Source: an optimization exercise on an open RTL-to-GDS flow (aim: small area, a short achievable clock period and few clock cycles). Production flows keep margins and buffers that such runs may drop. Where RTL was checked, it was by simulation tests only, not by an equivalence proof against the original. Power is estimated from default activity; no workload was simulated.

==> flow/design.v (excerpt) <==
module systol_new1(read_select, result, finish, start, read_data, clk, rst, we, ws);
==> flow/config.mk <==
export PLATFORM = sky130hd
export DESIGN_NAME = systol_new1
export DESIGN_NICKNAME = systol_new1
export VERILOG_FILES = /design/flow/design.v
export SDC_FILE = /design/flow/constraint.sdc
export NUM_CORES = 4
export LEC_CHECK = 0
export CAP_MARGIN = 20
export CORE_MARGIN = 2
export CORE_UTILIZATION = 55
export SETUP_SLACK_MARGIN = 4.4
export SLEW_MARGIN = 20
==> flow/constraint.sdc <==
create_clock -name core_clock -period 7.0 [get_ports {clk}]
set_input_delay 1.4000 -clock core_clock [delete_from_list [all_inputs] [get_ports {clk}]]
set_output_delay 1.4000 -clock core_clock [all_outputs]
set_load 0.01 [all_outputs]
standard.sh (not shown) runs the stock make flow with config.mk's settings and CLKGATE_MAP_FILE= SYNTH_SCRIPT=/design/flow/synth_recipe.tcl, a recipe that flattens the netlist after the stock synthesis.
==> flow/flow/run.sh <==
#!/bin/bash
# Layout flow: the standard flow (standard synthesis unchanged), with
#  - port buffers made from buf_1 cells instead of the default delay buffers,
#  - clock tree from clkbuf_16 in clusters of up to 28 sinks, without
#    dummy loads.
# Each tool's full output stays in the ORFS logs folder; the make output is
# kept in flow_make.log here.
set -euo pipefail
bash standard.sh \
  "BUFFER_PORTS_ARGS=-buffer_cell sky130_fd_sc_hd__buf_1" \
  "CTS_ARGS=-sink_clustering_enable -repair_clock_nets -buf_list sky130_fd_sc_hd__clkbuf_16 -sink_clustering_size 28 -sink_clustering_max_diameter 300 -dont_use_dummy_load" \
  finish > flow_make.log 2>&1
Then changed:
Settings changed: CORE_UTILIZATION 55 to 40.
Result:
- register-to-register slack loses 20 ps
- global-route usage falls by 4.1 points
- setup slack loses 23 ps
- non-clock buffer count falls by 3
- first-iteration DRC count falls by 2.5%
- wire length rises by 4.9%
- via count rises by 1.6%
Function was not checked in any run of this note: the RTL went through the layout flow alone.

========
== run 1 ==
Another version of the RTL of systol_new1 (not shown whole).
For scale: ~610 cells after synthesis, about 49 I/O pins, ~7500 sq um of cells after synthesis.
Settings: LEC_CHECK=0, CAP_MARGIN=20, CORE_MARGIN=2, CORE_UTILIZATION=40, SETUP_SLACK_MARGIN=4.0, SLEW_MARGIN=20; clock period 7.0 ns.
Scripts as last shown in full above: flow/flow/run.sh
Testbench counts of run 1, summed over its fixed seeds: cycles 77,088.
The following lists how run 2 was set up differently from run 1:
- swapping 4.0 for 4.4 in SETUP_SLACK_MARGIN
- putting PLACE_DENSITY at 0.8 where nothing was set
==> flow/flow/run.sh <==
#!/bin/bash
# Layout flow: the standard flow (standard synthesis unchanged), with
#  - port buffers made from buf_1 cells instead of the default delay buffers,
#  - clock tree from clkbuf_8 in clusters of up to 20 sinks, without
#    dummy loads.
# Each tool's full output stays in the ORFS logs folder; the make output is
# kept in flow_make.log here.
set -euo pipefail
bash standard.sh \
  "BUFFER_PORTS_ARGS=-buffer_cell sky130_fd_sc_hd__buf_1" \
  "CTS_ARGS=-sink_clustering_enable -repair_clock_nets -buf_list sky130_fd_sc_hd__clkbuf_8 -sink_clustering_size 20 -sink_clustering_max_diameter 300 -dont_use_dummy_load" \
  finish > flow_make.log 2>&1
In summary, run 1 completed successfully, with a layout that passed the timing, design-rule and antenna checks. Run 2 ran to completion and came out clean on the timing, design-rule and antenna checks. Between run 1 and run 2, the final net count is lower for run 1. Taking run 1 as the reference point, the relative contribution of combinational cells to total power of run 2 rises by 2.5 points. Of the two values seen for type of the setup path with the least slack, reg -> out was produced by run 2 and reg -> reg by run 1. Looking at count of cells resized by post-cts repair, run 2 sits above run 1. Count of clock buffers in the final design: higher on run 2. Compared to run 1, run 2 has fraction of area in clock buffers and inverters 0.86 points lower. Maximum ir drop on the vdd rail for run 2: about 3.4% up relative to run 1. Compared with run 1, in run 2 area growth from synthesis to layout increased 0.70 points; share of power burned in the clock network decreased 3.2 points. Wire length after detailed routing is lower on run 1.
Here is what was changed in the inputs of run 3 compared with run 2.
- SETUP_SLACK_MARGIN now 4.8, was 4.4
- PLACE_DENSITY no longer set, was 0.8
==> flow/flow/run.sh <==
#!/bin/bash
# Layout flow: the standard flow (standard synthesis unchanged), with
#  - port buffers made from buf_1 cells instead of the default delay buffers,
#  - clock tree from clkbuf_16 in clusters of up to 28 sinks, without
#    dummy loads.
# Each tool's full output stays in the ORFS logs folder; the make output is
# kept in flow_make.log here.
set -euo pipefail
bash standard.sh \
  "BUFFER_PORTS_ARGS=-buffer_cell sky130_fd_sc_hd__buf_1" \
  "CTS_ARGS=-sink_clustering_enable -repair_clock_nets -buf_list sky130_fd_sc_hd__clkbuf_16 -sink_clustering_size 28 -sink_clustering_max_diameter 300 -dont_use_dummy_load" \
  finish > flow_make.log 2>&1
--- outcome ---
- Between run 3 and run 2, footprint of the flip-flops and latches is lower for run 2, run 3 comes in above that.
- Looking only at cell area after layout, and setting everything else aside, the lower value of run 3 and run 2 goes to run 2.
- Changes observed in run 3 relative to run 2: post-route worst setup slack went up, clock tree buffer count of the final layout went down 4, clock power +about 16%, final RePlAce weighted congestion now larger.
- Compared with run 2, run 3 shows instance area at placement that has gone up slightly.
- Between run 2 and run 3, the flow reports wire length on met3 decreasing by more than a quarter.
diff inputs: run 3 => run 4
- swapping 4.8 for 4.2 in SETUP_SLACK_MARGIN
==> comparison <==
Any difference in worst hold slack between run 4 and run 3 is small enough to ignore. [run 4] critical path depth rose 1 relative to run 3. In the reports for run 4 and run 3, the larger cell depth of the worst flop-to-flop path belongs to run 4. Instance count after placement with tap cells included across run 4 and run 3: no real change. Run 4 against run 3: total number of tap cells has remained practically unchanged; stage delay of the slowest cell on the critical path dropped 0.11 ns. In run 4, the number of global-route vias before repair came out 331 below the value in run 3. Between run 4 and run 3, the starting utilization of the core area does not differ in any meaningful way. The number of hold-repair buffers added at the cts stage of run 3 and that of run 4 are within noise of each other.
Modified inputs, run 5 compared to run 4
- SETUP_SLACK_MARGIN: 4.2 -> 4.4
==> flow/flow/run.sh <==
#!/bin/bash
# Layout flow: the standard flow (standard synthesis unchanged), with
#  - port buffers made from buf_1 cells instead of the default delay buffers,
#  - clock tree from clkbuf_8 in clusters of up to 20 sinks, without
#    dummy loads.
# Each tool's full output stays in the ORFS logs folder; the make output is
# kept in flow_make.log here.
set -euo pipefail
bash standard.sh \
  "BUFFER_PORTS_ARGS=-buffer_cell sky130_fd_sc_hd__buf_1" \
  "CTS_ARGS=-sink_clustering_enable -repair_clock_nets -buf_list sky130_fd_sc_hd__clkbuf_8 -sink_clustering_size 20 -sink_clustering_max_diameter 300 -dont_use_dummy_load" \
  finish > flow_make.log 2>&1
==> summary.txt <==
Run 5: share of total power in the clock network is 2.9 points lower than what run 4 reported. Against run 4, run 5 comes in 9 lower on critical path depth in cells. Per the comparison of run 5 with run 4, utilization essentially unchanged, minimum period implied by the final worst setup slack decreased 0.17 ns, number of buffers created by CTS increased 4.

========
## v6
Starting RTL as in the previous note.
==> flow/design.v (excerpt) <==
module systol_new1(read_select, result, finish, start, read_data, clk, rst, we, ws);
export LEC_CHECK = 0
export CAP_MARGIN = 20
export CORE_MARGIN = 2
export CORE_UTILIZATION = 40
export SETUP_SLACK_MARGIN = 4.6
export SLEW_MARGIN = 20
create_clock -name core_clock -period 7.0 [get_ports {clk}]
==> flow/flow/run.sh <==
#!/bin/bash
# Layout flow: the standard flow (standard synthesis unchanged), with
#  - port buffers made from buf_1 cells instead of the default delay buffers,
#  - clock tree from clkbuf_16 in clusters of up to 28 sinks, without
#    dummy loads.
# Each tool's full output stays in the ORFS logs folder; the make output is
# kept in flow_make.log here.
set -euo pipefail
bash standard.sh \
  "BUFFER_PORTS_ARGS=-buffer_cell sky130_fd_sc_hd__buf_1" \
  "CTS_ARGS=-sink_clustering_enable -repair_clock_nets -buf_list sky130_fd_sc_hd__clkbuf_16 -sink_clustering_size 28 -sink_clustering_max_diameter 300 -dont_use_dummy_load" \
  finish > flow_make.log 2>&1
The final layout from v6, which completed every stage, passed the timing, design-rule and antenna checks at the end of the flow.
Testbench counts of v6, summed over its fixed seeds: cycles 77,088.
Edits applied to the flow inputs when going from v6 to v7:
# v6
export LEC_CHECK = 0
export CAP_MARGIN = 20
export CORE_MARGIN = 2
export CORE_UTILIZATION = 40
export SETUP_SLACK_MARGIN = 4.6
export SLEW_MARGIN = 20
create_clock -name core_clock -period 7.0 [get_ports {clk}]
# v7
export LEC_CHECK = 0
export CAP_MARGIN = 20
export CORE_MARGIN = 2
export CORE_UTILIZATION = 40
export SETUP_SLACK_MARGIN = 4.4
export SLEW_MARGIN = 20
create_clock -name core_clock -period 7.0 [get_ports {clk}]
Results
- v7: full flow OK, the timing, design-rule and antenna checks passed
- Buffers plus inverters on the worst setup path in v7 vs v6: up 1
- Comparing v7 and v6, the lower via count of the routed design is on v7.
- Total power ends up lower on v7.
- Going from v6 to v7, the met3 wirelength from detailed routing was found to have gone up by 21%.

========
Another version of the RTL of systol_new1 (not shown whole).
Size in the first run: about 610 cells after synthesis, about 49 I/O pins.
## systol_new1
module systol_new1(read_select, result, finish, start, read_data, clk, rst, we, ws);
input start, clk, rst;
input [7:0] read_data;
output [13:0] read_select;
output [7:0] result;
output finish;
output we;
output [13:0] ws;
localparam H  = 6;                
localparam D  = H + 2;            
localparam NS = 48 / H;           
localparam L  = 2 * D + 1;        
localparam [11:0] OFF_ROW0 = -12'd150;                        
localparam [11:0] OFF_ROW49 = 12'd50 * (D - 5) - 12'd1;       
localparam [11:0] OFF_SAME = -12'd201;                        
localparam [11:0] OFF_NEXT = 12'd50 * (D - 4) - 12'd2;        
localparam [11:0] OFF_XS = -12'd52;                           
localparam [11:0] OFF_SAME49 = -12'd201 + 12'd50 - 12'd50 * H;  
localparam [11:0] K_ROW = 12'd50;                             
localparam [11:0] K_COL = -12'd50 * (D - 1) + 12'd1;          
localparam [11:0] K_STRIP = -12'd99;                          
reg busy;
reg [2:0] k;                      
reg [5:0] c;                      
  ...
Settings: LEC_CHECK=0, CAP_MARGIN=20, CORE_MARGIN=2, CORE_UTILIZATION=40, CTS_BUF_LIST=sky130_fd_sc_hd__clkbuf_16, CTS_CLUSTER_DIAMETER=300, CTS_CLUSTER_SIZE=28, SETUP_SLACK_MARGIN=4.4, SLEW_MARGIN=20; clock period 7.0 ns.
run.sh (not shown) runs the stock make flow with config.mk's settings and CLKGATE_MAP_FILE= SYNTH_SCRIPT=/design/flow/synth_recipe.tcl, a recipe that flattens the netlist after the stock synthesis.
Stock flow here: none of the scripts above is used.
The first run completed without violations.
Testbench counts at the start, summed over its fixed seeds: cycles 77,088.
Rerun with:
==> flow/flow/run.sh (new file) <==
#!/bin/bash
# Layout flow: the standard flow (standard synthesis unchanged), with
#  - port buffers made from buf_1 cells instead of the default delay buffers,
#  - clock tree from clkbuf_16 in clusters of up to 28 sinks, without
#    dummy loads.
# Each tool's full output stays in the ORFS logs folder; the make output is
# kept in flow_make.log here.
set -euo pipefail
bash standard.sh \
  "BUFFER_PORTS_ARGS=-buffer_cell sky130_fd_sc_hd__buf_1" \
  "CTS_ARGS=-sink_clustering_enable -repair_clock_nets -buf_list sky130_fd_sc_hd__clkbuf_16 -sink_clustering_size 28 -sink_clustering_max_diameter 300 -dont_use_dummy_load" \
  finish > flow_make.log 2>&1
==> flow/standard.sh (new file) <==
#!/bin/bash
# synth_recipe.tcl (not shown) runs the flow's synth.tcl, then flattens the netlist and writes it again
# the make line also repeats each setting of config.mk as NAME=value (left out here)
make -C /OpenROAD-flow-scripts/flow DESIGN_CONFIG=/design/flow/config.mk WORK_HOME=/design/flow/orfs CLKGATE_MAP_FILE= SYNTH_SCRIPT=/design/flow/synth_recipe.tcl "${@:-finish}"
CTS_BUF_LIST = unset   (was sky130_fd_sc_hd__clkbuf_16)
CTS_CLUSTER_DIAMETER = unset   (was 300)
CTS_CLUSTER_SIZE = unset   (was 28)
removed: flow/run.sh
What happened: Cell area came out lower by a few percent; via count came out lower slightly; count of clock-buffer cells in the layout is unchanged; routed wire length came out lower slightly; hold slack is worse by 0.0091 ns; flip-flop and latch count is unchanged; die area does not change; worst setup slack is worse by 0.0059 ns.

[re-timing with driven ports]
How much do the figures lean on ideal ports? The routed layouts below were timed once more, with nothing changed but the port constraints. Step 1 sets driving cells, clkbuf_16 on the clock port and buf_2 on the other inputs (assumed; they add their load-dependent delay and slew). Step 2, shift: input delay + t, output delay - t, t = (earliest + latest rising clock arrival at the registers) / 2. This alone moves slack from input paths to output paths. Slacks: ideal ports / drivers / drivers and shift; pairs: ideal ports / drivers.
run | shift t [ns] | setup slack, ns | worst register clock-pin slew, ns | worst data-port slew with drivers (ns)
the first run of note 1 | 0.485 | 4.408 / 4.408 / 4.249 | 0.11 / 0.11 | 0.03
the second run of note 1 | 0.490 | 4.385 / 4.385 / 4.378 | 0.11 / 0.11 | 0.03
run 1 | 0.490 | 4.313 / 4.313 / 4.206 | 0.11 / 0.11 | 0.03
run 2 | 0.488 | 4.509 / 4.472 / 4.191 | 0.12 / 0.12 | 0.03
run 3 | 0.489 | 4.550 / 4.550 / 4.432 | 0.11 / 0.11 | 0.05
run 4 | 0.491 | 4.342 / 4.342 / 4.203 | 0.11 / 0.11 | 0.03
run 5 | 0.489 | 4.513 / 4.477 / 4.220 | 0.12 / 0.12 | 0.03
v6 | 0.495 | 4.493 / 4.493 / 4.280 | 0.11 / 0.11 | 0.06
v7 | 0.489 | 4.528 / 4.486 / 4.204 | 0.11 / 0.11 | 0.03
the first run of note 4 | 0.495 | 4.436 / 4.412 / 3.979 | 0.11 / 0.11 | 0.03
the second run of note 4 | 0.495 | 4.430 / 4.430 / 4.079 | 0.11 / 0.11 | 0.04
After both steps setup and hold are still met in every run listed. The setup slack of the first run of note 4, which loses most, moves by -0.024 ns with the drivers and by -0.457 ns with both steps.
